Source: an optimization exercise on an open RTL-to-GDS flow (aim: small area). Production flows keep margins and buffers that such runs may drop. Where RTL was checked, it was by simulation tests only, not by an equivalence proof against the original. Function not checked in runs 1 to 3: the RTL went through the layout flow alone. In run 7 the design's own scripts or RTL, not TritonCTS, make the clock network. The flow treats the clock pin as an ideal source. Dropping or thinning the clock tree relies on that and would not hold on a real chip. No activity file was given, so power comes from the tool's default toggle rates.

File: flow/config.mk
export PLATFORM = sky130hd
export DESIGN_NAME = uart
export DESIGN_NICKNAME = uart
export VERILOG_FILES = /design/flow/design.v
export SDC_FILE = /design/flow/constraint.sdc
export NUM_CORES = 4
export LEC_CHECK = 0
export CAP_MARGIN = 20
export CORE_MARGIN = 2
export CORE_UTILIZATION = 40
export SLEW_MARGIN = 20
File: flow/run.sh
#!/bin/bash
# synth_recipe.tcl (not shown) runs the flow's synth.tcl, then flattens the netlist and writes it again
# the make line also repeats each setting of config.mk as NAME=value (left out here)
make -C /OpenROAD-flow-scripts/flow DESIGN_CONFIG=/design/flow/config.mk WORK_HOME=/design/flow/orfs CLKGATE_MAP_FILE= SYNTH_SCRIPT=/design/flow/synth_recipe.tcl finish
File: flow/constraint.sdc
create_clock -name core_clock -period 5.0 [get_ports {clk}]
set_input_delay 1.0000 -clock core_clock [delete_from_list [all_inputs] [get_ports {clk}]]
set_output_delay 1.0000 -clock core_clock [all_outputs]
set_load 0.01 [all_outputs]
File: flow/design.v
module uart(
    input           rst_n,
    input           clk,
    input   [7:0]   AB,
    input   [7:0]   DB_i,
    output  [7:0]   DB_o,
    output          DB_oe,
    input           RxD_i,
    output          RxD_o,
    output          RxD_oe,
    input           rd,
    input           wr,
    output          TxD,
    output          Intuart
    );
    localparam [3:0] S_IDLE  = 4'b0000,
                     S_START = 4'b0001,
                     S_CRC   = 4'b0011,
                     S_STOP  = 4'b0100,
                     S_D0    = 4'b1000;
    reg  [7:0]  thB, tlB;        
    reg  [15:0] cnt;             
    reg  [7:0]  SCON;
    reg  [7:0]  TBUF;
    reg  [7:0]  RBUF;
    reg  [7:0]  Rshift;
    reg         TEN;
    reg  [3:0]  ts;              
    reg  [3:0]  tb;              
    reg         TI;
    reg         Rvalid;
    reg  [3:0]  rs;              
    reg  [3:0]  rb;              
    reg  [2:0]  dc;              
    reg         RI;
    wire        sel   = AB[7:4] == 4'b1001;
    wire        we    = !wr && sel;
    wire        we_tl = we && AB[3:0] == 4'b0110;
    wire        we_th = we && AB[3:0] == 4'b0111;
    wire        we_sb = we && AB[3:0] == 4'b1000;
    wire        we_sc = we && AB[3:0] == 4'b1001;
    wire [1:0]  SM   = SCON[7:6];
    wire        SM0  = SM == 2'b00;
    wire        SM2  = SCON[5];
    wire        REN  = SCON[4];
    wire        TB8  = SCON[3];
    wire        SRI  = SCON[0];
    wire        TC     = &cnt;
    wire        EN     = TEN || REN;
    wire [15:0] reload = SM0 ? 16'hFFFA : {thB, tlB};
    always @(posedge clk)
        if (!rst_n) begin
            thB <= 8'b0;
            tlB <= 8'b0;
        end else begin
            if (we_th) thB <= DB_i;
            if (we_tl) tlB <= DB_i;
        end
    always @(posedge clk)
        if (!EN || TC) cnt <= reload;
        else           cnt <= cnt + 1'b1;
    wire        t_idle  = ts == S_IDLE;
    wire        t_data  = ts[3];
    wire        t_crc   = ts == S_CRC;
    wire        t_stop  = ts == S_STOP;
    wire        t_dend  = ts == 4'b1111;
    wire        Tbaud   = tb == 4'd15 && TC;
    wire        T7      = tb == 4'd7  && TC;
    wire        T8      = tb == 4'd8  && TC;
    reg  [3:0]  ts_next;
    always @(*) begin
        ts_next = S_IDLE;
        if (t_data) begin
            if (!t_dend)       ts_next = ts + 1'b1;
            else if (SM0)      ts_next = S_IDLE;
            else if (!SM[1])   ts_next = S_STOP;
            else               ts_next = S_CRC;
        end else if (t_idle) begin
            if (!TEN)          ts_next = S_IDLE;
            else if (!SM0)     ts_next = S_START;
            else if (REN && SRI) ts_next = S_IDLE;
            else               ts_next = S_D0;
        end else if (ts == S_START)
            ts_next = S_D0;
        else if (t_crc)
            ts_next = S_STOP;
    end
    always @(posedge clk)
        if (!rst_n)
            ts <= S_IDLE;
        else if (Tbaud)
            ts <= ts_next;
    always @(posedge clk)
        if (!rst_n)
            TEN <= 1'b0;
        else if (we_sb || (SM0 && REN))
            TEN <= 1'b1;
        else if (ts_next == S_IDLE && Tbaud)
            TEN <= 1'b0;
    always @(posedge clk)
        if (!rst_n)
            TBUF <= 8'b0;
        else if (t_data) begin
            if (SM0 ? T8 : Tbaud)
                TBUF <= TBUF >> 1;
        end else if (we_sb)
            TBUF <= DB_i;
    always @(posedge clk)
        if (!TEN)    tb <= 4'd0;
        else if (TC) tb <= tb + 1'b1;
    always @(posedge clk)
        if (SM == 2'b10)      TI <= t_crc && Tbaud;
        else if (SM0 && REN)  TI <= 1'b0;
        else                  TI <= t_dend && Tbaud;
    assign TxD = t_data ? (SM0 ? tb[3] : TBUF[0]) :
                 t_crc  ? TB8 :
                 (ts != S_START);
    wire        r_idle  = rs == S_IDLE;
    wire        r_data  = rs[3];
    wire        r_start = rs == S_START;
    wire        r_crc   = rs == S_CRC;
    wire        r_stop  = rs == S_STOP;
    wire        r_dend  = rs == 4'b1111;
    wire        Rbaud   = SM0 ? T7 : (rb == 4'd15 && TC);
    wire        R789    = (rb == 4'd7 || rb == 4'd8 || rb == 4'd9) && TC;
    wire        Rxdin   = (dc[0] & dc[1]) | (dc[0] & dc[2]) | (dc[1] & dc[2]);
    wire        judge   = (Rxdin || !SM2) && !SRI;
    reg  [3:0]  rs_next;
    always @(*) begin
        rs_next = S_IDLE;
        if (r_data) begin
            if (!r_dend)       rs_next = rs + 1'b1;
            else if (!SM[1])   rs_next = S_STOP;
            else               rs_next = S_CRC;
        end else if (r_idle) begin
            if (!REN)          rs_next = S_IDLE;
            else if (SM0)      rs_next = SRI ? S_IDLE : S_D0;
            else               rs_next = Rvalid ? S_START : S_IDLE;
        end else if (r_start)
            rs_next = Rxdin ? S_IDLE : S_D0;
        else if (r_crc)
            rs_next = judge ? S_STOP : S_IDLE;
    end
    always @(posedge clk)
        if (!rst_n)
            rs <= S_IDLE;
        else if (Rbaud)
            rs <= rs_next;
    always @(posedge clk)
        if (!rst_n)
            Rvalid <= 1'b0;
        else if (SM0)
            Rvalid <= REN;
        else if (r_idle) begin
            if (REN) Rvalid <= !RxD_i;
        end else if (r_start) begin
            if (Rbaud) Rvalid <= !Rxdin;
        end else if (r_crc || (r_stop && SM == 2'b01)) begin
            if (Rbaud) Rvalid <= judge;
        end
    always @(posedge clk)
        if (!REN || !Rvalid) rb <= 4'b1111;
        else if (TC)         rb <= rb + 1'b1;
    always @(posedge clk)
        if (!REN)      dc <= 3'b111;
        else if (R789) dc <= {dc[1:0], RxD_i};
    always @(posedge clk)
        if (r_data && Rbaud)
            Rshift <= {Rxdin, Rshift[7:1]};
    always @(posedge clk)
        if (!rst_n)
            RBUF <= 8'b0;
        else if (r_stop && Rbaud && (SM != 2'b01 || judge))
            RBUF <= Rshift;
    always @(posedge clk)
        RI <= r_stop && Rbaud;
    always @(posedge clk)
        if (!rst_n)
            SCON <= 8'b0;
        else if (we_sc)
            SCON <= DB_i;
        else begin
            if (TI) SCON[1] <= 1'b1;
            if (RI) SCON[0] <= 1'b1;
            if (r_crc && judge && Rbaud) SCON[2] <= Rxdin;
        end
    assign DB_oe   = !rd && sel && (AB[3:1] == 3'b011 || AB[3:1] == 3'b100);
    assign DB_o    = AB[3] ? (AB[0] ? SCON : RBUF) : (AB[0] ? thB : tlB);
    assign Intuart = SCON[1] || SCON[0];
    assign RxD_oe  = !REN && TEN && SM0;
    assign RxD_o   = TBUF[0];
endmodule
==> results.cfg, run 1 <==
[status]
status = complete, no violations

[clock_tree]
h-tree-depth = 3
worstSkewPairLatency_ps = 380
numCtsBuffers = 9
clock_path_buffers = 2
cts_setup_buffers = 0
post_cts_resized = 0
cts_tree = yes
hold_buffers = 0
root_buffer = clkbuf_8
cts_sinks = 87
path_clk_slew_ps = 90

[route]
first_iter_violations = 201
finalWirelength_um = 10760
drtPass1Iterations = 4
ant_nets = 0
drc_errors = 0
wire_per_inst_um = 16.66
vias_per_cell = 5.460
vias = 3527

[worst_setup_path]
r2r_end = Rshift[7]
crit_type = in2out
crit_family = buffers and inverters
crit_path_cell_trace = clkdlybuf4s50_1 -> nor3b_1 -> nor2_1 -> nor3_1 -> clkdlybuf4s50_1
arrival_ps = 2960
critPathMaxStageDelay_ps = 670
critical_path.slowest_cell = clkdlybuf4s50_1
cp_common_cell = clkdlybuf4s50_1
setup.worst_path.start_class = input port
r2r_start = cnt[10]
reg2reg_depth = 4
rrSetupSlack_ps = 2420
cp_max_fo = 5
end_kind = output port
worstPathRequired_ps = 4000
critPathBufInv = 2

[layout]
drive_gt1_frac = 0.08103
finalInstanceArea_sq_mm = 0.004970
nFillCells = 1087
register_area_sq_mm = 0.001822
final_nets = 534
area.growth.synth_to_final_pct = 14.27
num_antenna_cells = 0
multi_input_area_sq_mm = 0.002337

[timing]
fmax_mhz = 252.6
post-route-min-period_ps = 3959
slew_viol_final = 0
rsz0062_at_grt = no
max_slew.worst_pin.slew_ps = 838.2
final-hold-violation-count = 0
setup_tns_ps = 0
skew_ps = 10.59
setup_viol = 0
final_min_period_over_clock_period = 0.7918
slew-limit-headroom = 0.4405

[logic_synthesis]
yosysMostFrequentCell = dfxtp_1
yosys-top-cells-area = dfxtp_1 (36%), mux2i_1 (9.0%), nor2_1 (5.8%), edfxtp_1 (5.5%), mux4_2 (4.1%)
ys_top_cells_by_count = dfxtp_1 (79), nor2_1 (67), mux2i_1 (39), nand2_1 (39)
synthesis.nets = 509
ys_types = 61
async_reset_ff_frac = 0
synth_area_leader_cell = dfxtp_1
synth_flop_cell = dfxtp_1
synth-edff-count = 8
synth_top_area_share = 0.3636
synth_seq_cells = 87
yosys_warnings = 1
synthesis.instances = 476
synth_area_sq_mm = 0.004349
syn_area_per_cell_sq_um = 9.137
ys_seq_area_frac = 0.4189

[place]
dp_hpwl_um = 7880
placed_cell_area_sq_mm = 0.004770
portBuffers = 33
place.gp.congestion = 0.8715

[floorplanning]
fp.dieH_um = 108.3
rows = 38
core-area_sq_mm = 0.01075
dieArea_sq_mm = 0.01172
boundaryPins = 34
die_w_um = 108.3
start_util = 0.4048

[grt]
grt_util_all_layers = 0.1952
grt_pass1_wl_um = 17480
grt_overflow_total = 0
grt_pass1_vias = 3398
grt_max_degree = 47
antenna_found_initial = 0

[min_path]
min_delay_path_depth = 0
min_path_type = reg2reg
hold_end = Rshift[1]
min_from = Rshift[2]

[job]
drv_cap = 0

[power]
ir_drop_uv = 118.5
leakage_nw = 1.818
p_per_area_mw_per_mm2 = 252.8
[cell usage in the layout (no fill, tap or decap), types with 2 or more instances in the layout]
cell	count
nor3b_1	3
and3_1	3
a21boi_0	3
a21oi_1	21
a31oi_1	5
o2111ai_1	2
o21ai_0	24
nand3_1	24
nand2_1	39
and2_1	4
clkbuf_8	9
xnor2_1	10
mux2i_1	39
xor2_1	9
nor4_1	3
edfxtp_1	8
dfxtp_1	79
inv_6	3
o31ai_1	2
a211oi_1	9
nand4_1	8
o21a_1	3
clkdlybuf4s50_1	33
nor3_1	18
or2_2	2
ha_1	12
mux4_2	8
nor2_1	67
a221oi_1	2
inv_1	17
buf_4	5
[flip-flops by register name, indices dropped and copies added, names as in the netlist]
name / count
cnt: 16
RBUF: 8
Rshift: 8
SCON: 8
TBUF: 8
thB: 8
tlB: 8
rb: 4
rs: 4
tb: 4
ts: 4
dc: 3
RI: 1
Rvalid: 1
TEN: 1
TI: 1
[layer usage]
| metal | up-vias | share of wire | track usage |
|---|---|---|---|
| li1 | 1757 | - | - |
| met4 | 0 | 0.031 | 0.09890 |
| met3 | 25 | 0.041 | 0.03134 |
| met2 | 82 | 0.46 | 0.2996 |
| met5 | - | 0 | 0 |
| met1 | 1663 | 0.47 | 0.2660 |
[through the flow]
stage / utilization / total power, mW / worst slack, ps / instances / hold slack, ps
floorplan: - / 0.7385 / 2039 / 476 / 406.4
global placement: 0.4432 / 0.7630 / 1077 / 629 / 430.1
detailed placement: 0.4439 / 0.7633 / 1041 / 630 / 441.6
CTS: 0.4625 / 1.264 / 1040 / 646 / 464.7
global route: 0.4625 / 1.295 / 991.2 / 646 / 470.0
finish: 0.4625 / 1.256 / 1041 / 646 / 461.3
[worst max path at each step]
stage,start,endpoint,slack [ps],depth (start not counted)
floorplan,AB[0],DB_o[0],2040,2
global placement,AB[0],DB_o[0],1080,3
detailed placement,AB[3],DB_oe,1040,5
CTS,AB[3],DB_oe,1040,5
global route,AB[3],DB_oe,990,5
finish,AB[3],DB_oe,1040,5
[final cells by class]
type,count,area share
well taps,140,0.03525
inverters,18,0.01360
clock buffers,9,0.02492
flip-flops and latches,87,0.3666
repair buffers,38,0.07402
multi-input cells,347,0.4703
clock inverters,7,0.01536
[cell families after synthesis]
group	count (synthesis)	synth area share
buffers and inverters	42	0.04373
xor gates and xnor gates	19	0.03826
DFF	87	0.4189
adders and majority gates	13	0.03682
muxes	47	0.1312
and+or+nand+nor	184	0.2037
AOI/OAI and AO/OA	84	0.1274
[report_power, final]
group	internal (mW)	total, mW	switching, mW
Clock	0.235	0.510	0.274
Sequential	0.702	0.703	0.00112
Combinational	0.0217	0.0436	0.0220
Total	0.959	1.26	0.297
==> run 2, diff against run 1 <==
==> flow/flow/run.sh (new file) <==
#!/bin/bash
# Layout flow: the standard flow, with an area-oriented abc mapping in synthesis
# and minimum-size port buffers. Each tool's output is logged under orfs/logs; make's
# own output goes to flow_make.log.
set -euo pipefail
W=$(pwd)
export MY_ABC_SCRIPT=$W/flow/area.abc
bash standard.sh SYNTH_SCRIPT=$W/flow/synth.tcl \
  "BUFFER_PORTS_ARGS=-buffer_cell sky130_fd_sc_hd__buf_1" finish > $W/flow_make.log 2>&1
==> flow/flow/area.abc (new file) <==
strash
dch
amap
topo
==> flow/flow/synth.tcl (new file) <==
# The standard synthesis script, with abc given the area-oriented script in MY_ABC_SCRIPT
proc synth {args} { yosys synth -nofsm -noshare {*}$args }
proc abc {args} {
  set i [lsearch -exact $args -script]
  if { $i >= 0 && [info exists ::env(MY_ABC_SCRIPT)] } {
    lset args [expr { $i + 1 }] $::env(MY_ABC_SCRIPT)
  }
  yosys abc {*}$args
}
source $::env(SCRIPTS_DIR)/synth.tcl
# left out here: clear keep_hierarchy, flatten, clean up, hide names made inside functions, write 1_2_yosys.v
==> flow/standard.sh (new file) <==
#!/bin/bash
# synth_recipe.tcl (not shown) runs the flow's synth.tcl, then flattens the netlist and writes it again
# the make line also repeats each setting of config.mk as NAME=value (left out here)
make -C /OpenROAD-flow-scripts/flow DESIGN_CONFIG=/design/flow/config.mk WORK_HOME=/design/flow/orfs CLKGATE_MAP_FILE= SYNTH_SCRIPT=/design/flow/synth_recipe.tcl "${@:-finish}"
removed: flow/run.sh
==> run 2 against run 1 <==
Still clean; cell area down 9.6%; die area shrank 9.3%; sequential power is essentially flat; critical path depth grew 8; critical path type is now reg2reg; highest routed layer unchanged.
==> results.cfg, run 2 <==
[worst_setup_path]
reg2reg_depth = 13
cp-startpoint = cnt[0]
worstPathRequired_ps = 5290
r2r_start = cnt[0]
arrival_ps = 4290
r2r_end = rs[2]
rrSetupSlack_ps = 1000
crit_type = reg2reg
setup.worst_path.start_class = flop
cp_max_fo = 11
worstSetupEndpoint = rs[2]
end_kind = flop

[clock_tree]
cts_tree = yes
cts_sinks = 87
h-tree-depth = 3
path_clk_slew_ps = 80
root_buffer = clkbuf_8
post_cts_resized = 0
numCtsBuffers = 9
clock_path_buffers = 2
worstSkewPairLatency_ps = 370
hold_buffers = 0
cts_setup_buffers = 0

[logic_synthesis]
syn_area_per_cell_sq_um = 8.770
yosys_warnings = 1
synth_seq_cells = 87
yosys-top-cells-area = dfxtp_1 (40%), clkinv_1 (6.5%), edfxtp_1 (6.1%), nor2_1 (5.8%), a22oi_1 (4.8%)
synth_area_leader_cell = dfxtp_1
ys_seq_area_frac = 0.4637
ys_types = 33
synthesis.instances = 448
ys_top_cells_by_count = dfxtp_1 (79), clkinv_1 (68), nor2_1 (61)
synth_top_area_share = 0.4025
async_reset_ff_frac = 0
yosysMostFrequentCell = dfxtp_1
synth-edff-count = 8
synth_flop_cell = dfxtp_1
synth_area_sq_mm = 0.003929
synthesis.nets = 481

[layout]
mostFrequentLayoutCells = dfxtp_1 (79), clkinv_1 (68), nor2_1 (61), buf_1 (33), o21ai_0 (26)
layout.cells.non_filler = 638
register_area_sq_mm = 0.001822
final_nets = 533
nFillCells = 973
num_antenna_cells = 0
largest-register = cnt
multi_input_area_sq_mm = 0.001858
drive_gt1_frac = 0.04752
finalInstanceArea_sq_mm = 0.004493
largest_reg_flops = 16
final_common_cell = dfxtp_1
area.growth.synth_to_final_pct = 14.36

[route]
vias_per_cell = 5.646
ant_nets = 0
wire_per_inst_um = 16.25
drtPass1Iterations = 5
finalWirelength_um = 10370
vias = 3602
first_iter_violations = 289
drc_errors = 0

[status]
status = complete, no violations

[floorplanning]
dieArea_sq_mm = 0.01063
core-area_sq_mm = 0.009639
boundaryPins = 34
die_w_um = 103.1
rows = 36
start_util = 0.4076
fp.dieH_um = 103.1

[job]
drv_cap = 0

[timing]
final-hold-violation-count = 0
slew-limit-headroom = 0.3316
post-route-min-period_ps = 3998
setup_viol = 0
slew_viol_final = 0
fin_hold_ws_ps = 454.1
setup_tns_ps = 0
skew_ps = 10.88
fmax_mhz = 250.1
rsz0062_at_grt = no
final_min_period_over_clock_period = 0.7997
max_slew.worst_pin.slew_ps = 995.0

[power]
p_per_area_mw_per_mm2 = 279.0
p_sw_uw = 280.6
p_int_uw = 972.7
p_total_mw = 1.253
swShare = 0.2239
p_comb_frac = 0.033
power.share.clock = 0.406
seqPwrFrac = 0.561
leakage_nw = 1.475
ir_drop_uv = 173.6

[place]
placed_cell_area_sq_mm = 0.004279
portBuffers = 33
dp_hpwl_um = 7614
place.gp.congestion = 0.9273
place_inst = 622

[grt]
grt_pass1_vias = 3300
grt_max_degree = 35
grt_util_all_layers = 0.2073
grt_overflow_total = 0
antenna_found_initial = 0
grt_pass1_wl_um = 16840

[min_path]
min_path_type = reg2reg
[run 2: worst min path at each step]
stage | start | endpoint | slack (ps) | cells after the start
final | TBUF[6] | TBUF[6] | 450 | 2
after global routing | TBUF[6] | TBUF[6] | 480 | 2
after CTS | TBUF[6] | TBUF[6] | 460 | 2
after detailed placement | TBUF[6] | TBUF[6] | 440 | 2
after global placement | TBUF[6] | TBUF[6] | 440 | 2
after floorplan | Rshift[1] | Rshift[0] | 430 | 0
[run 2: final cells by class]
cell class,instances,share of cell area
timing repair buffer,41,0.04094
inverter,68,0.05681
sequential,87,0.4055
multi-input combinational,293,0.4135
clock buffer,11,0.03397
tap,133,0.03704
clock inverter,5,0.01225
[run 2: worst max-delay path, stage by stage (launching register included)]
cell and delay (ps):
dfxtp_1 370, ha_1 190, nand3_1 130, nor2_1 160
clkinv_1 120, nor3_1 360, and3_1 250, nand3_1 80
buf_4 190, a221oi_1 540, clkinv_1 410, nor2_1 700
o221ai_1 260, a21oi_1 160
[run 2: per-layer routing]
| layer | global-route usage | vias up | part of all wire |
|---|---|---|---|
| li1 | - | 1794 | - |
| met1 | 0.2745 | 1719 | 0.48 |
| met2 | 0.3322 | 72 | 0.46 |
| met3 | 0.04881 | 17 | 0.038 |
| met4 | 0.07186 | 0 | 0.020 |
| met5 | 0 | - | 0 |
[run 2: power groups by stage]
stage	Combinational, mW	Clock [mW]	Sequential (mW)
5_1_grt	0.0451	0.555	0.704
3_3_place_gp	0.0406	0	0.720
3_5_place_dp	0.0409	0	0.720
4_1_cts	0.0410	0.525	0.703
6_report	0.0409	0.509	0.703
2_1_floorplan	0.0158	0	0.720
[run 2: stage by stage]
step,setup slack [ps],utilization
finish,1002,0.4661
detailed placement,1047,0.4439
global placement,1140,0.4439
floorplan,1751,-
global route,705.0,0.4661
CTS,1013,0.4655
[run 2: cells by family after synthesis]
group           after synthesis  synth area share
fa+ha+maj                    12           0.03822
simple gates                117            0.1283
flops                        87            0.4637
compound gates              163            0.3026
buf+inv                      68           0.06497
xor+xnor                      1          0.002230
==> run 3, diff against run 2 <==
==> flow/flow/run.sh (replaced) <==
#!/bin/bash
# Layout flow: the standard flow (standard.sh) with
#  - synthesis: adders left to abc, and abc given an area-oriented script (flow/area.abc);
#    registers are mapped exactly as in the standard synthesis
#  - minimum-size buffers on the ports
#  - clock tree without dummy loads, larger sink clusters
# make's output goes to flow_make.log; each tool's log is under orfs/logs.
set -euo pipefail
W=$(pwd)
export MY_ABC_SCRIPT=$W/flow/area.abc
bash standard.sh SYNTH_SCRIPT=$W/flow/synth.tcl ADDER_MAP_FILE= \
  "BUFFER_PORTS_ARGS=-buffer_cell sky130_fd_sc_hd__buf_1" \
  "CTS_ARGS=-sink_clustering_enable -repair_clock_nets -dont_use_dummy_load -sink_clustering_size 30 -buf_list sky130_fd_sc_hd__clkbuf_8" \
  finish > $W/flow_make.log 2>&1
==> flow/flow/area.abc (replaced) <==
strash
dc2
dch
amap
topo
--- a/flow/config.mk
+++ b/flow/config.mk
@@ -8,4 +8,5 @@
 export CAP_MARGIN = 20
 export CORE_MARGIN = 2
-export CORE_UTILIZATION = 40
+export CORE_UTILIZATION = 65
+export GPL_TIMING_DRIVEN = 0
 export SLEW_MARGIN = 20
==> run 3 against run 2 <==
Largest power group unchanged; non-clock buffer count is 7 lower; first-iteration DRC count rose by 3.1%; largest cell class is now sequential cells; critical path depth is 4 higher; combinational power up 8.6%; sequential share of layout area increased by 4.5 points.
==> results.cfg, run 3 <==
[route]
vias_per_cell = 6.338
drtPass1Iterations = 5
first_iter_violations = 298
drc_errors = 0
finalWirelength_um = 8905
wire_per_inst_um = 16.64
vias = 3391
ant_nets = 0

[worst_setup_path]
r2r_end = TBUF[0]
critPathMaxStageDelay_ps = 390
reg2reg_depth = 17
cp-startpoint = cnt[0]
worstPathRequired_ps = 5230
arrival_ps = 4550
r2r_start = cnt[0]
crit_type = reg2reg
cp_common_cell = and3_1
rrSetupSlack_ps = 680
critical_path.slowest_cell = dfxtp_1
crit_path_cell_trace = and3_1 -> and2_0 -> and3_1 -> and3_1 -> and3_1 -> and3_1 -> and3_1 -> nand2_1 -> nor2_2 -> clkinv_1 -> nor2_1 -> nand2_1 -> clkinv_1 -> a32oi_1 -> o21ai_0 -> clkinv_1 -> o221a_1
setup.worst_path.start_class = flop
cp_max_fo = 14
end_kind = flop

[floorplanning]
dieArea_sq_mm = 0.006297
boundaryPins = 34
die_w_um = 79.36
core-area_sq_mm = 0.005507
rows = 27
start_util = 0.6703
fp.dieH_um = 79.36

[place]
dp_hpwl_um = 6358
place.gp.congestion = 0.8909
placed_cell_area_sq_mm = 0.003920
portBuffers = 33
pre_cts_slack_ps = 596.6

[logic_synthesis]
yosys_warnings = 1
syn_area_per_cell_sq_um = 8.788
ys_seq_area_frac = 0.4936
synthesis.instances = 420
yosysMostFrequentCell = dfxtp_1
ys_top_cells_by_count = dfxtp_1 (79), nor2_1 (76), clkinv_1 (44)
synth_top_area_share = 0.4285
synth-edff-count = 8
synth_seq_cells = 87
synth_area_leader_cell = dfxtp_1
yosys-top-cells-area = dfxtp_1 (43%), nor2_1 (7.7%), edfxtp_1 (6.5%), a211oi_1 (4.7%), clkinv_1 (4.5%)
synth_flop_cell = dfxtp_1
synth_area_sq_mm = 0.003691
ys_types = 35
async_reset_ff_frac = 0
synthesis.nets = 441

[layout]
register_area_sq_mm = 0.001822
final_common_cell = dfxtp_1
largest_reg_flops = 16
nFillCells = 451
largest-register = cnt
num_antenna_cells = 0
fin_util = 0.7348
drive_gt1_frac = 0.02808
finalInstanceArea_sq_mm = 0.004046
final_nets = 486
area.growth.synth_to_final_pct = 9.627
mostFrequentLayoutCells = dfxtp_1 (79), nor2_1 (74), clkinv_1 (44), buf_1 (33), a211oi_1 (23)
multi_input_area_sq_mm = 0.001714

[min_path]
min_path_type = reg2reg
min_from = TBUF[2]
hold_end = TBUF[2]
min_delay_path_depth = 2

[clock_tree]
cts_tree = yes
root_buffer = clkbuf_8
path_clk_slew_ps = 80
clock_path_buffers = 2
h-tree-depth = 3
cts_setup_buffers = 0
worstSkewPairLatency_ps = 350
hold_buffers = 0
numCtsBuffers = 9
cts_sinks = 87

[timing]
fmax_mhz = 231.6
setup_tns_ps = 0
finalWorstSetupSlack_ps = 683.1
final-hold-violation-count = 0
slew_viol_final = 0
max_slew.worst_pin.slew_ps = 1007
setup_viol = 0
skew_ps = 24.26
slew-limit-headroom = 0.3286
rsz0062_at_grt = no
final_min_period_over_clock_period = 0.8634
post-route-min-period_ps = 4317

[grt]
grt_max_degree = 29
grt_pass1_vias = 3046
antenna_found_initial = 0
grt_util_all_layers = 0.2980
grt_overflow_total = 0
grt_pass1_wl_um = 14570

[status]
status = complete, no violations

[power]
leakage_nw = 1.343
p_per_area_mw_per_mm2 = 277.6
ir_drop_uv = 203.5
p_total_mw = 1.123

[job]
drv_cap = 0
-- run 3: cell type report --
cell class	instances	share of cell area
repair buffers	34	0.03247
multi-input cells	289	0.4236
clock buffers	9	0.03061
well taps	72	0.02226
flip-flops and latches	87	0.4502
inverters	44	0.04082
-- run 3: how the worst max path moves through the flow --
stage / endpoint / slack (ps)
after floorplan: cnt[7] / 1240
after detailed placement: TBUF[0] / 600
after global routing: TBUF[6] / 140
final: TBUF[0] / 680
after global placement: cnt[7] / -30
after CTS: TBUF[0] / 560
-- run 3: through the flow --
stage	std cells	hold WS (ps)
after CTS	535	445.9
final	535	443.3
after global placement	525	430.3
after detailed placement	526	438.8
after global routing	535	456.7
after floorplan	420	418.4
-- run 3: routing by layer --
| layer | wire length (um) | part of all wire | vias up | GRT usage |
|---|---|---|---|---|
| li1 | - | - | 1673 | - |
| met1 | 4165 | 0.47 | 1586 | 0.4119 |
| met2 | 4125 | 0.46 | 121 | 0.4915 |
| met3 | 522 | 0.059 | 11 | 0.03977 |
| met4 | 91 | 0.010 | 0 | 0.08448 |
| met5 | 0 | 0 | - | 0 |
-- run 3: timing repair --
action | in CTS | in global routing
hold endpoints to repair | 0 | 0
endpoints found under the setup margin | 0 | 6
resized for setup | 0 | 1
-- run 3: cells by family after synthesis --
kind of cell	after synthesis	share of synthesized area
buf+inv	44	0.04475
flops	87	0.4936
compound gates	146	0.2878
simple gates	143	0.1739
-- run 3: worst max-delay path, delay by kind of cell (launching register included) --
family	cells	cell delay [ps]
and+or+nand+nor	11	2340
buffers and inverters	3	740
AOI/OAI and AO/OA	3	730
DFF	1	390
-- run 3: power by group --
group          internal [mW]  switching (mW)  total (mW)
sequential             0.703         0.00135       0.705
combinational         0.0126          0.0318      0.0444
clock                  0.161           0.213       0.374
==> run 4, diff against run 3 <==
--- a/flow/design.v
+++ b/flow/design.v
@@ -16,5 +16,5 @@
     localparam [3:0] S_IDLE  = 4'b0000,
                      S_START = 4'b0001,
-                     S_CRC   = 4'b0011,
+                     S_CRC   = 4'b0010,
                      S_STOP  = 4'b0100,
                      S_D0    = 4'b1000;
@@ -62,6 +62,7 @@
     wire        t_idle  = ts == S_IDLE;
     wire        t_data  = ts[3];
-    wire        t_crc   = ts == S_CRC;
-    wire        t_stop  = ts == S_STOP;
+    wire        t_start = !ts[3] && ts[0];
+    wire        t_crc   = !ts[3] && ts[1];
+    wire        t_stop  = !ts[3] && ts[2];
     wire        t_dend  = ts == 4'b1111;
     wire        Tbaud   = tb == 4'd15 && TC;
@@ -81,5 +82,5 @@
             else if (REN && SRI) ts_next = S_IDLE;
             else               ts_next = S_D0;
-        end else if (ts == S_START)
+        end else if (t_start)
             ts_next = S_D0;
         else if (t_crc)
@@ -96,5 +97,5 @@
         else if (we_sb || (SM0 && REN))
             TEN <= 1'b1;
-        else if (ts_next == S_IDLE && Tbaud)
+        else if (Tbaud && (t_stop || (t_dend && SM0)))
             TEN <= 1'b0;
     always @(posedge clk)
@@ -115,10 +116,10 @@
     assign TxD = t_data ? (SM0 ? tb[3] : TBUF[0]) :
                  t_crc  ? TB8 :
-                 (ts != S_START);
+                 !t_start;
     wire        r_idle  = rs == S_IDLE;
     wire        r_data  = rs[3];
-    wire        r_start = rs == S_START;
-    wire        r_crc   = rs == S_CRC;
-    wire        r_stop  = rs == S_STOP;
+    wire        r_start = !rs[3] && rs[0];
+    wire        r_crc   = !rs[3] && rs[1];
+    wire        r_stop  = !rs[3] && rs[2];
     wire        r_dend  = rs == 4'b1111;
     wire        Rbaud   = SM0 ? T7 : (rb == 4'd15 && TC);
--- a/flow/config.mk
+++ b/flow/config.mk
@@ -8,5 +8,6 @@
 export CAP_MARGIN = 20
 export CORE_MARGIN = 2
-export CORE_UTILIZATION = 65
+export CORE_UTILIZATION = 80
 export GPL_TIMING_DRIVEN = 0
+export PLACE_DENSITY = 0.9
 export SLEW_MARGIN = 20
==> run 4 against run 3 <==
Combinational power is 1% higher; critical path depth is 1 higher; global-route usage increased by 9.0 points; largest cell class unchanged; sequential cell count did not move.
==> results.cfg, run 4 <==
[status]
status = complete, no violations

[worst_setup_path]
arrival_ps = 4810
r2r_start = cnt[0]
cp_max_fo = 14
crit_type = reg2reg
r2r_end = TBUF[3]
rrSetupSlack_ps = 430
worstPathRequired_ps = 5240
setup.worst_path.start_class = flop
reg2reg_depth = 18
end_kind = flop

[timing]
fin_hold_ws_ps = 444.7
max_slew.worst_pin.slew_ps = 1045
setup_tns_ps = 0
final-hold-violation-count = 0
setup_viol = 0
slew-limit-headroom = 0.3035
post-route-min-period_ps = 4569
slew_viol_final = 0
rsz0062_at_grt = no
final_min_period_over_clock_period = 0.9137
skew_ps = 15.93
fmax_mhz = 218.9

[layout]
mostFrequentLayoutCells = dfxtp_1 (79), nor2_1 (72), clkinv_1 (46), buf_1 (33), a21oi_1 (27)
largest-register = cnt
nFillCells = 197
area.growth.synth_to_final_pct = 8.868
final_common_cell = dfxtp_1
drive_gt1_frac = 0.02586
num_antenna_cells = 0
final_nets = 487
largest_reg_flops = 16

[floorplanning]
rows = 24
core-area_sq_mm = 0.004384
dieArea_sq_mm = 0.005143
fp.dieH_um = 71.72
boundaryPins = 34
die_w_um = 71.72
start_util = 0.8368

[power]
leakage_nw = 1.374
p_per_area_mw_per_mm2 = 283.5
p_total_mw = 1.132
ir_drop_uv = 232.6

[logic_synthesis]
synth_area_sq_mm = 0.003669
synth_top_area_share = 0.4311
yosys-top-cells-area = dfxtp_1 (43%), nor2_1 (7.6%), edfxtp_1 (6.5%), clkinv_1 (4.7%), a211oi_1 (4.1%)
ys_top_cells_by_count = dfxtp_1 (79), nor2_1 (74), clkinv_1 (46)
yosysMostFrequentCell = dfxtp_1
synth_area_leader_cell = dfxtp_1
ys_seq_area_frac = 0.4966
yosys_warnings = 1
synthesis.instances = 421
synthesis.nets = 442
synth_flop_cell = dfxtp_1
synth_seq_cells = 87
synth-edff-count = 8
async_reset_ff_frac = 0
syn_area_per_cell_sq_um = 8.714
ys_types = 32

[route]
met3_length_um = 1029
ant_nets = 0
finalWirelength_um = 9814
wl_met2_um = 4695
wire_per_inst_um = 19.02
highest_layer = met4
first_iter_violations = 584
vias = 3690
met1_length_um = 3649
drc_errors = 0
vias_per_cell = 7.151
drtPass1Iterations = 6

[clock_tree]
h-tree-depth = 3
root_buffer = clkbuf_8
path_clk_slew_ps = 80
numCtsBuffers = 9
clock_path_buffers = 2
hold_buffers = 0
worstSkewPairLatency_ps = 360
post_cts_resized = 0
cts_sinks = 87
cts_tree = yes
cts_setup_buffers = 0

[grt]
grt_max_degree = 31
grt_overflow_total = 0
grt_util_all_layers = 0.3885
antenna_found_initial = 0
grt_pass1_vias = 3312
grt_pass1_wl_um = 15280

[place]
dp_hpwl_um = 6543
place.gp.congestion = 0.9139
portBuffers = 33

[min_path]
min_delay_path_depth = 2
min_from = TBUF[4]
hold_end = TBUF[4]
min_path_type = reg2reg

[job]
drv_cap = 0
[run 4: changes by cell type after synthesis, moves of 3 or more]
cell      previous run  this run
o221a_1             13        10
a21oi_1             22        27
nand3_1             12         9
a211oi_1            23        20
nor3_1              12        18
[run 4: worst max-delay path by stage]
| stage | from | end | slack, ps |
|---|---|---|---|
| floorplan | cnt[0] | cnt[10] | 1240 |
| global placement | cnt[0] | cnt[12] | 220 |
| detailed placement | cnt[0] | TBUF[0] | 450 |
| CTS | cnt[0] | TBUF[0] | 360 |
| global route | cnt[0] | TBUF[4] | 110 |
| finish | cnt[0] | TBUF[3] | 430 |
[run 4: cells by family after synthesis]
group,count (synthesis),synth area share
AO/OA/AOI/OAI,144,0.2800
buffers and inverters,46,0.04707
flip-flops,87,0.4966
AND/OR/NAND/NOR,144,0.1763
[run 4: per-layer routing]
layer	up-vias	GRT usage
met4	0	0.2013
met2	278	0.6626
met3	62	0.08298
met1	1677	0.4609
li1	1673	-
met5	-	0
[run 4: layout make-up]
| class | instances | area, sq um | area share |
|---|---|---|---|
| Multi-Input combinational cell | 288 | 1679 | 0.4204 |
| Tap cell | 52 | 65.06 | 0.01629 |
| Timing Repair Buffer | 34 | 131.4 | 0.03289 |
| Sequential cell | 87 | 1822 | 0.4561 |
| Inverter | 46 | 172.7 | 0.04323 |
| Clock buffer | 9 | 123.9 | 0.03102 |
[run 4: through the flow]
stage	instance area [sq um]	setup WS, ps	utilization	std cells
global route	3994	112.6	0.9110	516
CTS	3991	363.7	0.9104	516
global placement	3857	220.9	0.8799	506
finish	3994	431.5	0.9110	516
detailed placement	3867	447.3	0.8821	507
floorplan	3669	1243	-	421
[run 4: worst max-delay path: stages (launching register included)]
cell and delay, ps:
dfxtp_1 400, and3_1 260, and2_0 220, and3_1 220, and3_1 200, and3_1 200, and3_1 230, and3_1 220
nand2_1 110, nor2_2 330, clkinv_1 280, nor2_1 260, nand2_1 200, nor2_1 210, a31oi_1 70, o21ai_0 290
clkinv_1 360, o21ai_0 320, a21oi_1 60
[run 4: where the power goes]
part	switching [mW]	total, mW	internal (mW)
registers	0.00141	0.704	0.703
clock network	0.222	0.383	0.161
logic	0.0326	0.0449	0.0123
total	0.256	1.13	0.877
==> run 5, diff against run 4 <==
--- a/flow/config.mk
+++ b/flow/config.mk
@@ -8,6 +8,5 @@
 export CAP_MARGIN = 20
 export CORE_MARGIN = 2
-export CORE_UTILIZATION = 80
+export CORE_UTILIZATION = 65
 export GPL_TIMING_DRIVEN = 0
-export PLACE_DENSITY = 0.9
 export SLEW_MARGIN = 20
==> run 5 against run 4 <==
Largest power group unchanged; synthesized area did not move; still clean on timing, DRC and antenna; total power decreased by 1.5%; register-to-register slack improved by 270 ps; critical path type unchanged; die area up 22%; first-iteration DRC count decreased by 56%; critical path depth down 1; synthesized cell count is the same.
==> results.cfg, run 5 <==
[layout]
largest-register = cnt
nFillCells = 444
mostFrequentLayoutCells = dfxtp_1 (79), nor2_1 (72), clkinv_1 (46), buf_1 (33), a21oi_1 (27)
area.growth.synth_to_final_pct = 9.550
final_common_cell = dfxtp_1
num_antenna_cells = 0
drive_gt1_frac = 0.02586
final_nets = 487
largest_reg_flops = 16
layout.cells.non_filler = 536

[logic_synthesis]
synth_area_leader_cell = dfxtp_1
yosys_warnings = 1
syn_area_per_cell_sq_um = 8.714
ys_seq_area_frac = 0.4966
ys_types = 32
synthesis.nets = 442
synth_top_area_share = 0.4311
synth_seq_cells = 87
synthesis.instances = 421
ys_top_cells_by_count = dfxtp_1 (79), nor2_1 (74), clkinv_1 (46)
yosys-top-cells-area = dfxtp_1 (43%), nor2_1 (7.6%), edfxtp_1 (6.5%), clkinv_1 (4.7%), a211oi_1 (4.1%)
synth-edff-count = 8
async_reset_ff_frac = 0
synth_area_sq_mm = 0.003669
yosysMostFrequentCell = dfxtp_1
synth_flop_cell = dfxtp_1

[timing]
skew_ps = 16.20
fmax_mhz = 232.6
final_min_period_over_clock_period = 0.8600
final-hold-violation-count = 0
setup_tns_ps = 0
setup_viol = 0
slew_viol_final = 0
rsz0062_at_grt = no
post-route-min-period_ps = 4300
slew-limit-headroom = 0.3264
fin_hold_ws_ps = 447.9
max_slew.worst_pin.slew_ps = 1010

[route]
drtPass1Iterations = 6
vias = 3342
drc_errors = 0
wire_per_inst_um = 16.44
vias_per_cell = 6.235
ant_nets = 0
first_iter_violations = 256
finalWirelength_um = 8810

[place]
dp_hpwl_um = 6339
place_inst = 527
place.gp.congestion = 0.8581
portBuffers = 33

[floorplanning]
fp.dieH_um = 79.13
boundaryPins = 34
rows = 27
core-area_sq_mm = 0.005473
start_util = 0.6703
die_w_um = 79.13
dieArea_sq_mm = 0.006261

[power]
ir_drop_uv = 181.5
p_total_mw = 1.115
leakage_nw = 1.374
p_per_area_mw_per_mm2 = 277.4

[clock_tree]
worstSkewPairLatency_ps = 350
clock_path_buffers = 2
numCtsBuffers = 9
root_buffer = clkbuf_8
cts_sinks = 87
h-tree-depth = 3
path_clk_slew_ps = 80
cts_tree = yes

[worst_setup_path]
worstPathRequired_ps = 5250
crit_type = reg2reg
crit_path_cell_trace = and3_1 -> and2_0 -> and3_1 -> and3_1 -> and3_1 -> and3_1 -> and3_1 -> nand2_1 -> nor2_2 -> clkinv_1 -> nor2_1 -> nand2_1 -> nor2_1 -> a31oi_1 -> o21ai_0 -> clkinv_1 -> o221a_1
cp_max_fo = 14
arrival_ps = 4550
crit_family = simple AND/OR/NAND/NOR gates
rrSetupSlack_ps = 700
cp_common_cell = and3_1
end_kind = flop
critPathBufInv = 2
critPathMaxStageDelay_ps = 380
setup.worst_path.start_class = flop
critical_path.slowest_cell = dfxtp_1

[grt]
antenna_found_initial = 0
grt_pass1_wl_um = 14320
use_met1 = 0.3703
top_usage_layer = met2
grt_max_degree = 31
grt_util_all_layers = 0.2931
grt_pass1_vias = 3035
gr-usage-met2 = 0.4975
grtUsageMet3 = 0.07045
grt_overflow_total = 0

[status]
status = complete, no violations

[job]
drv_cap = 0

[min_path]
min_path_type = reg2reg
[run 5: cell counts after synthesis]
No cell type changed its count.
[run 5: cells by family (layout without fill, tap and decap cells)]
group	Yosys count	count (layout)	synth area share
AOI/OAI and AO/OA	144	144	0.2800
DFF	87	87	0.4966
and+or+nand+nor	144	144	0.1763
buffers and inverters	46	89	0.04707
[run 5: layout make-up]
cell class	count	area (sq um)	area share
multi-input combinational	288	1679	0.4178
clock buffer	9	123.9	0.03082
tap	72	90.09	0.02242
timing repair buffer	34	131.4	0.03269
inverter	46	172.7	0.04296
sequential	87	1822	0.4533
[run 5: routing by layer]
| layer | up-vias | share of wire |
|---|---|---|
| li1 | 1678 | - |
| met1 | 1538 | 0.43 |
| met2 | 110 | 0.49 |
| met3 | 16 | 0.065 |
| met4 | 0 | 0.017 |
| met5 | - | 0 |
[run 5: final timing paths]
kind | from | endpoint | cells after the start
worst min register to register | TBUF[5] | TBUF[5] | 2
worst max-delay path | cnt[0] | TBUF[0] | 17
worst min-delay path | TBUF[5] | TBUF[5] | 2
worst max register to register | cnt[0] | TBUF[0] | 17
[run 5: repair_timing]
| action | CTS | global route |
|---|---|---|
| endpoints found under the setup margin | 0 | 8 |
| buffers inserted | 0 | 0 |
| hold buffers | 0 | 0 |
| gates resized for setup | 0 | 1 |
[run 5: worst reg2reg max path: cells and delay by family (launching register included)]
| family | cells | cell delay [ps] |
|---|---|---|
| simple gates | 12 | 2510 |
| compound gates | 3 | 730 |
| buf+inv | 2 | 590 |
| flops | 1 | 380 |
[run 5: power breakdown]
| part | internal [mW] | switching [mW] | leakage [nW] | total [mW] |
|---|---|---|---|---|
| clock | 0.161 | 0.205 | 0.0647 | 0.366 |
| combinational | 0.0123 | 0.0322 | 0.580 | 0.0445 |
| sequential | 0.703 | 0.00130 | 0.729 | 0.705 |
[run 5: stage by stage]
| step | util | area (sq um) | worst slack [ps] |
|---|---|---|---|
| after CTS | 0.7339 | 4016 | 500.8 |
| after detailed placement | 0.7112 | 3892 | 581.6 |
| after global placement | 0.7094 | 3882 | 66.52 |
| final | 0.7343 | 4019 | 700.2 |
| after floorplan | - | 3669 | 1243 |
| after global routing | 0.7343 | 4019 | 130.3 |
==> run 6, diff against run 5 <==
--- a/flow/design.v
+++ b/flow/design.v
@@ -14,9 +14,9 @@
     output          Intuart
     );
-    localparam [3:0] S_IDLE  = 4'b0000,
-                     S_START = 4'b0001,
-                     S_CRC   = 4'b0010,
-                     S_STOP  = 4'b0100,
-                     S_D0    = 4'b1000;
+    localparam [1:0] S_IDLE  = 2'b00,
+                     S_START = 2'b01,
+                     S_CRC   = 2'b10,
+                     S_STOP  = 2'b11;
+    localparam [3:0] S_D0    = 4'b1000;
     reg  [7:0]  thB, tlB;        
     reg  [15:0] cnt;             
@@ -28,10 +28,8 @@
     reg  [3:0]  ts;              
     reg  [3:0]  tb;              
-    reg         TI;
     reg         Rvalid;
     reg  [3:0]  rs;              
     reg  [3:0]  rb;              
     reg  [2:0]  dc;              
-    reg         RI;
     wire        sel   = AB[7:4] == 4'b1001;
     wire        we    = !wr && sel;
@@ -60,9 +58,10 @@
         if (!EN || TC) cnt <= reload;
         else           cnt <= cnt + 1'b1;
-    wire        t_idle  = ts == S_IDLE;
     wire        t_data  = ts[3];
-    wire        t_start = !ts[3] && ts[0];
-    wire        t_crc   = !ts[3] && ts[1];
-    wire        t_stop  = !ts[3] && ts[2];
+    wire        t_idle  = !t_data && ts[1:0] == S_IDLE;
+    wire        t_start = !t_data && ts[1:0] == S_START;
+    wire        t_crc   = !t_data && ts[1:0] == S_CRC;
+    wire        t_stop  = !t_data && ts[1:0] == S_STOP;
+    wire        TI      = !t_data && ts[2];
     wire        t_dend  = ts == 4'b1111;
     wire        Tbaud   = tb == 4'd15 && TC;
@@ -71,25 +70,27 @@
     reg  [3:0]  ts_next;
     always @(*) begin
-        ts_next = S_IDLE;
+        ts_next = {2'b00, S_IDLE};
         if (t_data) begin
             if (!t_dend)       ts_next = ts + 1'b1;
-            else if (SM0)      ts_next = S_IDLE;
-            else if (!SM[1])   ts_next = S_STOP;
-            else               ts_next = S_CRC;
+            else if (SM0)      ts_next = {1'b0, !REN, S_IDLE};
+            else if (!SM[1])   ts_next = {2'b01, S_STOP};
+            else               ts_next = {1'b0, SM[0], S_CRC};
         end else if (t_idle) begin
-            if (!TEN)          ts_next = S_IDLE;
-            else if (!SM0)     ts_next = S_START;
-            else if (REN && SRI) ts_next = S_IDLE;
+            if (!TEN)          ts_next = {2'b00, S_IDLE};
+            else if (!SM0)     ts_next = {2'b00, S_START};
+            else if (REN && SRI) ts_next = {2'b00, S_IDLE};
             else               ts_next = S_D0;
         end else if (t_start)
             ts_next = S_D0;
         else if (t_crc)
-            ts_next = S_STOP;
+            ts_next = {1'b0, SM == 2'b10, S_STOP};
     end
     always @(posedge clk)
         if (!rst_n)
-            ts <= S_IDLE;
+            ts <= {2'b00, S_IDLE};
         else if (Tbaud)
             ts <= ts_next;
+        else
+            ts[2] <= ts[2] & ts[3];
     always @(posedge clk)
         if (!rst_n)
@@ -110,16 +111,13 @@
         if (!TEN)    tb <= 4'd0;
         else if (TC) tb <= tb + 1'b1;
-    always @(posedge clk)
-        if (SM == 2'b10)      TI <= t_crc && Tbaud;
-        else if (SM0 && REN)  TI <= 1'b0;
-        else                  TI <= t_dend && Tbaud;
     assign TxD = t_data ? (SM0 ? tb[3] : TBUF[0]) :
                  t_crc  ? TB8 :
                  !t_start;
-    wire        r_idle  = rs == S_IDLE;
     wire        r_data  = rs[3];
-    wire        r_start = !rs[3] && rs[0];
-    wire        r_crc   = !rs[3] && rs[1];
-    wire        r_stop  = !rs[3] && rs[2];
+    wire        r_idle  = !r_data && rs[1:0] == S_IDLE;
+    wire        r_start = !r_data && rs[1:0] == S_START;
+    wire        r_crc   = !r_data && rs[1:0] == S_CRC;
+    wire        r_stop  = !r_data && rs[1:0] == S_STOP;
+    wire        RI      = !r_data && rs[2];
     wire        r_dend  = rs == 4'b1111;
     wire        Rbaud   = SM0 ? T7 : (rb == 4'd15 && TC);
@@ -129,23 +127,27 @@
     reg  [3:0]  rs_next;
     always @(*) begin
-        rs_next = S_IDLE;
+        rs_next = {2'b00, S_IDLE};
         if (r_data) begin
             if (!r_dend)       rs_next = rs + 1'b1;
-            else if (!SM[1])   rs_next = S_STOP;
-            else               rs_next = S_CRC;
+            else if (!SM[1])   rs_next = {2'b00, S_STOP};
+            else               rs_next = {2'b00, S_CRC};
         end else if (r_idle) begin
-            if (!REN)          rs_next = S_IDLE;
-            else if (SM0)      rs_next = SRI ? S_IDLE : S_D0;
-            else               rs_next = Rvalid ? S_START : S_IDLE;
+            if (!REN)          rs_next = {2'b00, S_IDLE};
+            else if (SM0)      rs_next = SRI ? {2'b00, S_IDLE} : S_D0;
+            else               rs_next = Rvalid ? {2'b00, S_START} : {2'b00, S_IDLE};
         end else if (r_start)
-            rs_next = Rxdin ? S_IDLE : S_D0;
+            rs_next = Rxdin ? {2'b00, S_IDLE} : S_D0;
         else if (r_crc)
-            rs_next = judge ? S_STOP : S_IDLE;
+            rs_next = judge ? {2'b00, S_STOP} : {2'b00, S_IDLE};
+        else if (r_stop)
+            rs_next = {2'b01, S_IDLE};
     end
     always @(posedge clk)
         if (!rst_n)
-            rs <= S_IDLE;
+            rs <= {2'b00, S_IDLE};
         else if (Rbaud)
             rs <= rs_next;
+        else
+            rs[2] <= rs[2] & rs[3];
     always @(posedge clk)
         if (!rst_n)
@@ -175,6 +177,4 @@
             RBUF <= Rshift;
     always @(posedge clk)
-        RI <= r_stop && Rbaud;
-    always @(posedge clk)
         if (!rst_n)
             SCON <= 8'b0;
==> run 6 against run 5 <==
Sequential cell count shrank 2; critical endpoint is now RBUF[1]; sequential power shrank 2%; die area shrank 1.5%; worst hold slack improved by 8.9 ps; first-iteration DRC count up 2.3%; clock power grew 2%; non-clock buffer count increased by 1; still clean.
==> results.cfg, run 6 <==
[clock_tree]
worstSkewPairLatency_ps = 350
h-tree-depth = 3
root_buffer = clkbuf_8
path_clk_slew_ps = 80
clock_path_buffers = 2
hold_buffers = 0
cts_tree = yes
cts_sinks = 85
numCtsBuffers = 9

[layout]
register_area_sq_mm = 0.001782
mostFrequentLayoutCells = dfxtp_1 (77), nor2_1 (72), clkinv_1 (42), buf_1 (33), a21oi_1 (26)
multi_input_area_sq_mm = 0.001694
nFillCells = 438
largest-register = cnt
fin_util = 0.7343
num_antenna_cells = 0
final_nets = 479
largest_reg_flops = 16
final_common_cell = dfxtp_1
drive_gt1_frac = 0.03289
area.growth.synth_to_final_pct = 10.64

[worst_setup_path]
rrSetupSlack_ps = 480
cp_max_fo = 8
end_kind = flop
worstSetupEndpoint = RBUF[1]
crit_type = reg2reg
r2r_start = cnt[0]
arrival_ps = 4740
reg2reg_depth = 16
worstPathRequired_ps = 5220
cp-startpoint = cnt[0]
r2r_end = RBUF[1]
setup.worst_path.start_class = flop

[route]
ant_nets = 0
drc_errors = 0
finalWirelength_um = 8894
vias_per_cell = 6.390
wire_per_inst_um = 16.84
vias = 3374
first_iter_violations = 262
drtPass1Iterations = 5

[floorplanning]
dieArea_sq_mm = 0.006165
start_util = 0.6637
core-area_sq_mm = 0.005439
fp.dieH_um = 78.52
boundaryPins = 34
rows = 27
die_w_um = 78.52

[logic_synthesis]
ys_types = 34
yosys_warnings = 1
synth_top_area_share = 0.4270
syn_area_per_cell_sq_um = 8.761
synth-edff-count = 8
yosysMostFrequentCell = dfxtp_1
ys_top_cells_by_count = dfxtp_1 (77), nor2_1 (74), clkinv_1 (42)
synthesis.nets = 433
synth_area_leader_cell = dfxtp_1
async_reset_ff_frac = 0
yosys-top-cells-area = dfxtp_1 (43%), nor2_1 (7.7%), edfxtp_1 (6.7%), clkinv_1 (4.4%), a221oi_1 (4.1%)
synth_flop_cell = dfxtp_1
synthesis.instances = 412
ys_seq_area_frac = 0.4936
synth_area_sq_mm = 0.003610
synth_seq_cells = 85

[power]
p_per_area_mw_per_mm2 = 277.5
p_comb_frac = 0.042
p_sw_uw = 246.2
leakage_nw = 1.332
swShare = 0.2221
power.share.clock = 0.335
ir_drop_uv = 189.5
p_int_uw = 862.1
seqPwrFrac = 0.623

[timing]
fmax_mhz = 221.1
post-route-min-period_ps = 4524
setup_tns_ps = 0
skew_ps = 22.84
slew-limit-headroom = 0.3248
final-hold-violation-count = 0
max_slew.worst_pin.slew_ps = 1013
rsz0062_at_grt = no
final_min_period_over_clock_period = 0.9047
fin_hold_ws_ps = 456.9
setup_viol = 0
finalWorstSetupSlack_ps = 476.3
slew_viol_final = 0

[grt]
grt_util_all_layers = 0.2961
grt_max_degree = 32
antenna_found_initial = 0
grt_pass1_wl_um = 14230
grt_overflow_total = 0
grt_pass1_vias = 3031

[place]
portBuffers = 33
dp_hpwl_um = 6313
pre_cts_slack_ps = 118.0
place.gp.congestion = 0.8675

[status]
status = complete, no violations

[min_path]
min_delay_path_depth = 0
min_path_type = reg2reg

[job]
drv_cap = 0
run 6: cell types whose count changed after synthesis, moves of 2 or more:
cell      change
a221oi_1      +5
clkinv_1      -4
nand3_1       -4
a211oi_1      -3
nor2b_1       -3
a41oi_1       +2
dfxtp_1       -2
o211ai_1      -2
run 6: worst min-delay path by stage:
stage / startpoint / endpoint
2_1_floorplan: SCON[4] / dc[0]
3_3_place_gp: Rshift[6] / Rshift[5]
3_5_place_dp: Rshift[7] / Rshift[6]
4_1_cts: Rshift[7] / Rshift[6]
5_1_grt: Rshift[7] / Rshift[6]
6_report: Rshift[7] / Rshift[6]
run 6: logic make-up (layout without fill, tap and decap cells):
logic type / after synthesis / count (layout) / synth area share
compound gates: 146 / 146 / 0.2901
buf+inv: 42 / 86 / 0.04367
simple gates: 139 / 139 / 0.1726
flops: 85 / 85 / 0.4936
run 6: area by class of cell:
type / instances / area share
flip-flops and latches: 85 / 0.4461
multi-input cells: 285 / 0.4242
inverters: 42 / 0.03947
repair buffers: 35 / 0.03665
clock buffers: 9 / 0.03102
well taps: 72 / 0.02256
run 6: critical path, cell delays in order, from the launching register on:
cell and delay [ps]:
dfxtp_1 400, and3_1 250, and2_0 210, and3_1 210
and3_1 200, and3_1 210, and3_1 240, and3_1 220
nand2_1 120, nor2_2 340, clkinv_1 170, a221oi_1 400
clkinv_1 310, nor2_1 250, clkinv_1 120, or3_1 460
o221a_1 300
run 6: power by group through the flow:
stage	Sequential (mW)	Clock (mW)	Combinational (mW)
final	0.690	0.372	0.0464
after global routing	0.691	0.399	0.0506
after CTS	0.690	0.371	0.0454
after detailed placement	0.706	0	0.0452
after global placement	0.706	0	0.0437
after floorplan	0.705	0	0.0227
run 6: what timing repair did:
item / 4_1_cts / 5_1_grt
endpoints found under the setup margin: 0 / 18
buffers inserted: 0 / 0
gates resized for setup: 0 / 4
run 6: stage by stage:
step / area [sq um] / instances / power (mW)
global placement: 3824 / 517 / 0.7496
global route: 3994 / 528 / 1.141
floorplan: 3610 / 412 / 0.7281
finish: 3994 / 528 / 1.108
detailed placement: 3849 / 519 / 0.7512
CTS: 3973 / 528 / 1.107
run 6: routing by layer:
metal / wire length (um) / track usage / share of wire / up-vias
met5: 0 / 0 / 0 / -
met4: 245 / 0.1333 / 0.028 / 0
met3: 523 / 0.06437 / 0.059 / 25
met2: 4250 / 0.4761 / 0.48 / 113
met1: 3875 / 0.3821 / 0.44 / 1580
li1: - / - / - / 1656
==> run 7, diff against run 6 <==
==> flow/flow/run.sh (replaced) <==
#!/bin/bash
# Layout flow: the standard flow (standard.sh) with
#  - synthesis: adders left to abc, and abc given an area-oriented script (flow/area.abc);
#    registers are mapped exactly as in the standard synthesis
#  - minimum-size buffers on the ports
#  - a one-level clock tree (flow/cts_manual.tcl) in place of the H-tree
# make's output goes to flow_make.log; each tool's log is under orfs/logs.
set -euo pipefail
W=$(pwd)
export MY_ABC_SCRIPT=$W/flow/area.abc
export CTS_MANUAL_N=4
export CTS_MANUAL_BUF=sky130_fd_sc_hd__clkbuf_16
bash standard.sh SYNTH_SCRIPT=$W/flow/synth.tcl ADDER_MAP_FILE= \
  "BUFFER_PORTS_ARGS=-buffer_cell sky130_fd_sc_hd__buf_1" \
  PRE_CTS_TCL=$W/flow/cts_manual.tcl \
  finish > $W/flow_make.log 2>&1
==> flow/flow/cts_manual.tcl (new file) <==
# Sourced before CTS (PRE_CTS_TCL): replaces clock_tree_synthesis with a one-level tree.
# The flip-flops are split by position into CTS_MANUAL_N groups (recursive halving along
# the longer side); each group gets one clock buffer at its centroid, driven by the clock
# port. Every flip-flop is thus one buffer away from the port.
proc clock_tree_synthesis { args } {
  set nclusters $::env(CTS_MANUAL_N)
  set bufmaster $::env(CTS_MANUAL_BUF)
  set block [ord::get_db_block]
  set clknet [[$block findBTerm clk] getNet]
  set sinks {}
  foreach it [$clknet getITerms] {
    set inst [$it getInst]
    lassign [$inst getLocation] x y
    lappend sinks [list $it $x $y]
  }
  set groups [list $sinks]
  while { [llength $groups] < $nclusters } {
    set gi 0
    set best -1
    for { set i 0 } { $i < [llength $groups] } { incr i } {
      if { [llength [lindex $groups $i]] > $best } {
        set best [llength [lindex $groups $i]]
        set gi $i
      }
    }
    set g [lindex $groups $gi]
    set xs [lmap s $g { lindex $s 1 }]
    set ys [lmap s $g { lindex $s 2 }]
    set dx [expr { [tcl::mathfunc::max {*}$xs] - [tcl::mathfunc::min {*}$xs] }]
    set dy [expr { [tcl::mathfunc::max {*}$ys] - [tcl::mathfunc::min {*}$ys] }]
    set k [expr { $dx > $dy ? 1 : 2 }]
    set g [lsort -integer -index $k $g]
    set h [expr { [llength $g] / 2 }]
    set groups [lreplace $groups $gi $gi [lrange $g 0 [expr { $h - 1 }]] [lrange $g $h end]]
  }
  set master [[ord::get_db] findMaster $bufmaster]
  set n 0
  foreach g $groups {
    set sx 0
    set sy 0
    foreach s $g {
      set sx [expr { $sx + [lindex $s 1] }]
      set sy [expr { $sy + [lindex $s 2] }]
    }
    set cx [expr { $sx / [llength $g] }]
    set cy [expr { $sy / [llength $g] }]
    set inst [odb::dbInst_create $block $master "clkbuf_leaf_$n"]
    set net [odb::dbNet_create $block "clknet_leaf_$n"]
    $net setSigType CLOCK
    foreach s $g {
      set it [lindex $s 0]
      $it disconnect
      $it connect $net
    }
    [$inst findITerm A] connect $clknet
    [$inst findITerm X] connect $net
    $inst setLocation $cx $cy
    $inst setPlacementStatus PLACED
    incr n
  }
  $clknet setSigType CLOCK
  puts "clock_tree_synthesis (manual): $n buffers of $bufmaster for [llength $sinks] sinks"
}
--- a/flow/config.mk
+++ b/flow/config.mk
@@ -6,7 +6,7 @@
 export NUM_CORES = 4
 export LEC_CHECK = 0
-export CAP_MARGIN = 20
+export CAP_MARGIN = 0
 export CORE_MARGIN = 2
 export CORE_UTILIZATION = 65
 export GPL_TIMING_DRIVEN = 0
-export SLEW_MARGIN = 20
+export SLEW_MARGIN = 0
==> run 7 against run 6 <==
Clock skew is 16 ps lower; sequential power hardly changed; critical path depth unchanged; synthesized cell count unchanged; largest power group unchanged.
==> results.cfg, run 7 <==
[min_path]
min_from = Rshift[7]
min_delay_path_depth = 0
min_path_type = reg2reg
hold_end = Rshift[6]

[timing]
setup_tns_ps = 0
skew_ps = 6.820
final_min_period_over_clock_period = 0.9048
slew_viol_final = 0
setup_viol = 0
final-hold-violation-count = 0
fmax_mhz = 221.1
max_slew.worst_pin.slew_ps = 1058
rsz0062_at_grt = no
slew-limit-headroom = 0.2945
post-route-min-period_ps = 4524

[logic_synthesis]
syn_area_per_cell_sq_um = 8.761
yosysMostFrequentCell = dfxtp_1
synth_top_area_share = 0.4270
synth_seq_cells = 85
synthesis.instances = 412
synth_area_sq_mm = 0.003610
async_reset_ff_frac = 0
yosys_warnings = 1
yosys-top-cells-area = dfxtp_1 (43%), nor2_1 (7.7%), edfxtp_1 (6.7%), clkinv_1 (4.4%), a221oi_1 (4.1%)
synth_flop_cell = dfxtp_1
synth_area_leader_cell = dfxtp_1
ys_top_cells_by_count = dfxtp_1 (77), nor2_1 (74), clkinv_1 (42)
synth-edff-count = 8
synthesis.nets = 433
ys_types = 34
ys_seq_area_frac = 0.4936

[floorplanning]
boundaryPins = 34
core-area_sq_mm = 0.005439
dieArea_sq_mm = 0.006165
rows = 27
fp.dieH_um = 78.52
start_util = 0.6637
die_w_um = 78.52

[layout]
drive_gt1_frac = 0.02217
nFillCells = 417
largest-register = cnt
mostFrequentLayoutCells = dfxtp_1 (77), nor2_1 (72), clkinv_1 (42), buf_1 (33), a21oi_1 (26)
num_antenna_cells = 0
largest_reg_flops = 16
final_nets = 474
fin_util = 0.7292
final_common_cell = dfxtp_1
area.growth.synth_to_final_pct = 9.879

[worst_setup_path]
cp_common_cell = and3_1
end_kind = flop
worstPathRequired_ps = 5040
rrSetupSlack_ps = 480
arrival_ps = 4560
critPathBufInv = 3
critPathMaxStageDelay_ps = 470
setup.worst_path.start_class = flop
reg2reg_depth = 16
r2r_end = RBUF[1]
r2r_start = cnt[0]
crit_family = simple AND/OR/NAND/NOR gates
crit_path_cell_trace = and3_1 -> and2_0 -> and3_1 -> and3_1 -> and3_1 -> and3_1 -> and3_1 -> nand2_1 -> nor2_2 -> clkinv_1 -> a221oi_1 -> clkinv_1 -> nor2_1 -> clkinv_1 -> or3_1 -> o221a_1
cp_max_fo = 8
crit_type = reg2reg
critical_path.slowest_cell = or3_1

[grt]
grt_util_all_layers = 0.2805
grt_pass1_wl_um = 14150
grt_overflow_total = 0
grt_max_degree = 32
antenna_found_initial = 0
grt_pass1_vias = 3013

[power]
p_total_mw = 1.051
ir_drop_uv = 224.3
leakage_nw = 1.320
p_per_area_mw_per_mm2 = 265.1

[job]
drv_cap = 0

[place]
place.gp.congestion = 0.8675
dp_hpwl_um = 6337
portBuffers = 33

[clock_tree]
cts_setup_buffers = 0
hold_buffers = 0
worstSkewPairLatency_ps = 150
post_cts_resized = 0
path_clk_slew_ps = 90

[route]
vias = 3366
vias_per_cell = 6.436
finalWirelength_um = 8862
ant_nets = 0
drtPass1Iterations = 5
wire_per_inst_um = 16.94
drc_errors = 0
first_iter_violations = 272

[status]
status = complete, no violations
==> run 7: cell counts after synthesis <==
Identical to the previous run, type by type.
==> run 7: metrics by stage <==
stage / cells / hold slack, ps / setup slack, ps / cell area [sq um]
6_report: 523 / 453.9 / 476.2 / 3966
5_1_grt: 523 / 468.9 / 58.20 / 3966
4_1_cts: 523 / 438.4 / 97.85 / 3953
3_5_place_dp: 519 / 441.0 / 102.4 / 3852
3_3_place_gp: 517 / 436.7 / 31.48 / 3824
2_1_floorplan: 412 / 425.5 / 1050 / 3610
==> run 7: kinds of logic (layout without fill, tap and decap cells) <==
| family | after synthesis | in the layout | share of synthesized area |
|---|---|---|---|
| compound gates | 146 | 146 | 0.2901 |
| buf+inv | 42 | 81 | 0.04367 |
| flops | 85 | 85 | 0.4936 |
| simple gates | 139 | 139 | 0.1726 |
==> run 7: how the worst max path moves through the flow <==
stage,start,end,cells after the start
6_report,cnt[0],RBUF[1],16
4_1_cts,cnt[0],RBUF[1],16
3_5_place_dp,cnt[0],RBUF[1],16
3_3_place_gp,cnt[0],cnt[10],13
2_1_floorplan,cnt[0],TBUF[0],19
5_1_grt,cnt[0],RBUF[1],16
==> run 7: final cells by class <==
| type | instances | area, sq um | area share |
|---|---|---|---|
| Multi-Input combinational cell | 285 | 1687 | 0.4252 |
| Inverter | 42 | 157.7 | 0.03975 |
| Buffer | 4 | 100.1 | 0.02524 |
| Timing Repair Buffer | 35 | 150.1 | 0.03785 |
| Sequential cell | 85 | 1782 | 0.4492 |
| Tap cell | 72 | 90.09 | 0.02271 |
==> run 7: per-layer routing <==
| layer | vias to the layer above | global-route usage | routed length, um |
|---|---|---|---|
| met4 | 0 | 0.07193 | 197 |
| met5 | - | 0 | 0 |
| met1 | 1592 | 0.3879 | 3962 |
| met3 | 17 | 0.01609 | 408 |
| li1 | 1644 | - | - |
| met2 | 113 | 0.4812 | 4294 |
==> run 7: power by group <==
| group | switching [mW] | internal (mW) |
|---|---|---|
| logic | 0.0336 | 0.0128 |
| registers | 0.00233 | 0.688 |
| clock network | 0.169 | 0.146 |
| total | 0.205 | 0.846 |

-- port drivers added, routing unchanged --
The results above use ideal ports. As a check the final layouts listed here were re-extracted and re-timed, cells and wires unchanged. Step 1 assumes that a clkbuf_16 drives the clock port and a buf_2 every other input. Step 2 moves the port delays by t, midway between the first and last clock arrival at a register: inputs arrive t later, outputs are due t later. That takes back most of the time a late clock gives input paths. a / b / c = no drivers / after step 1 / after step 2; a / b = the first two.
run | t, ns | setup slack, ns | hold WS [ns] | worst setup path at the end | worst data-port slew with drivers (ns)
run 1 | 0.403 | 1.041 / 1.020 / 1.020 | 0.461 / 0.461 / 0.461 | input to output | 0.03
run 2 | 0.395 | 1.002 / 0.980 / 0.980 | 0.454 / 0.454 / 0.454 | input to output | 0.05
run 3 | 0.365 | 0.683 / 0.683 / 0.683 | 0.443 / 0.443 / 0.443 | register to register | 0.05
run 4 | 0.386 | 0.431 / 0.431 / 0.431 | 0.445 / 0.445 / 0.445 | register to register | 0.04
run 5 | 0.373 | 0.700 / 0.700 / 0.700 | 0.448 / 0.448 / 0.448 | register to register | 0.03
run 6 | 0.369 | 0.476 / 0.476 / 0.476 | 0.457 / 0.457 / 0.457 | register to register | 0.03
run 7 | 0.224 | 0.476 / 0.476 / 0.476 | 0.454 / 0.454 / 0.454 | register to register | 0.03
After both steps every run listed still meets setup and hold. The setup slack of run 2, which loses most, moves by -0.022 ns with the drivers and by -0.022 ns with both steps.
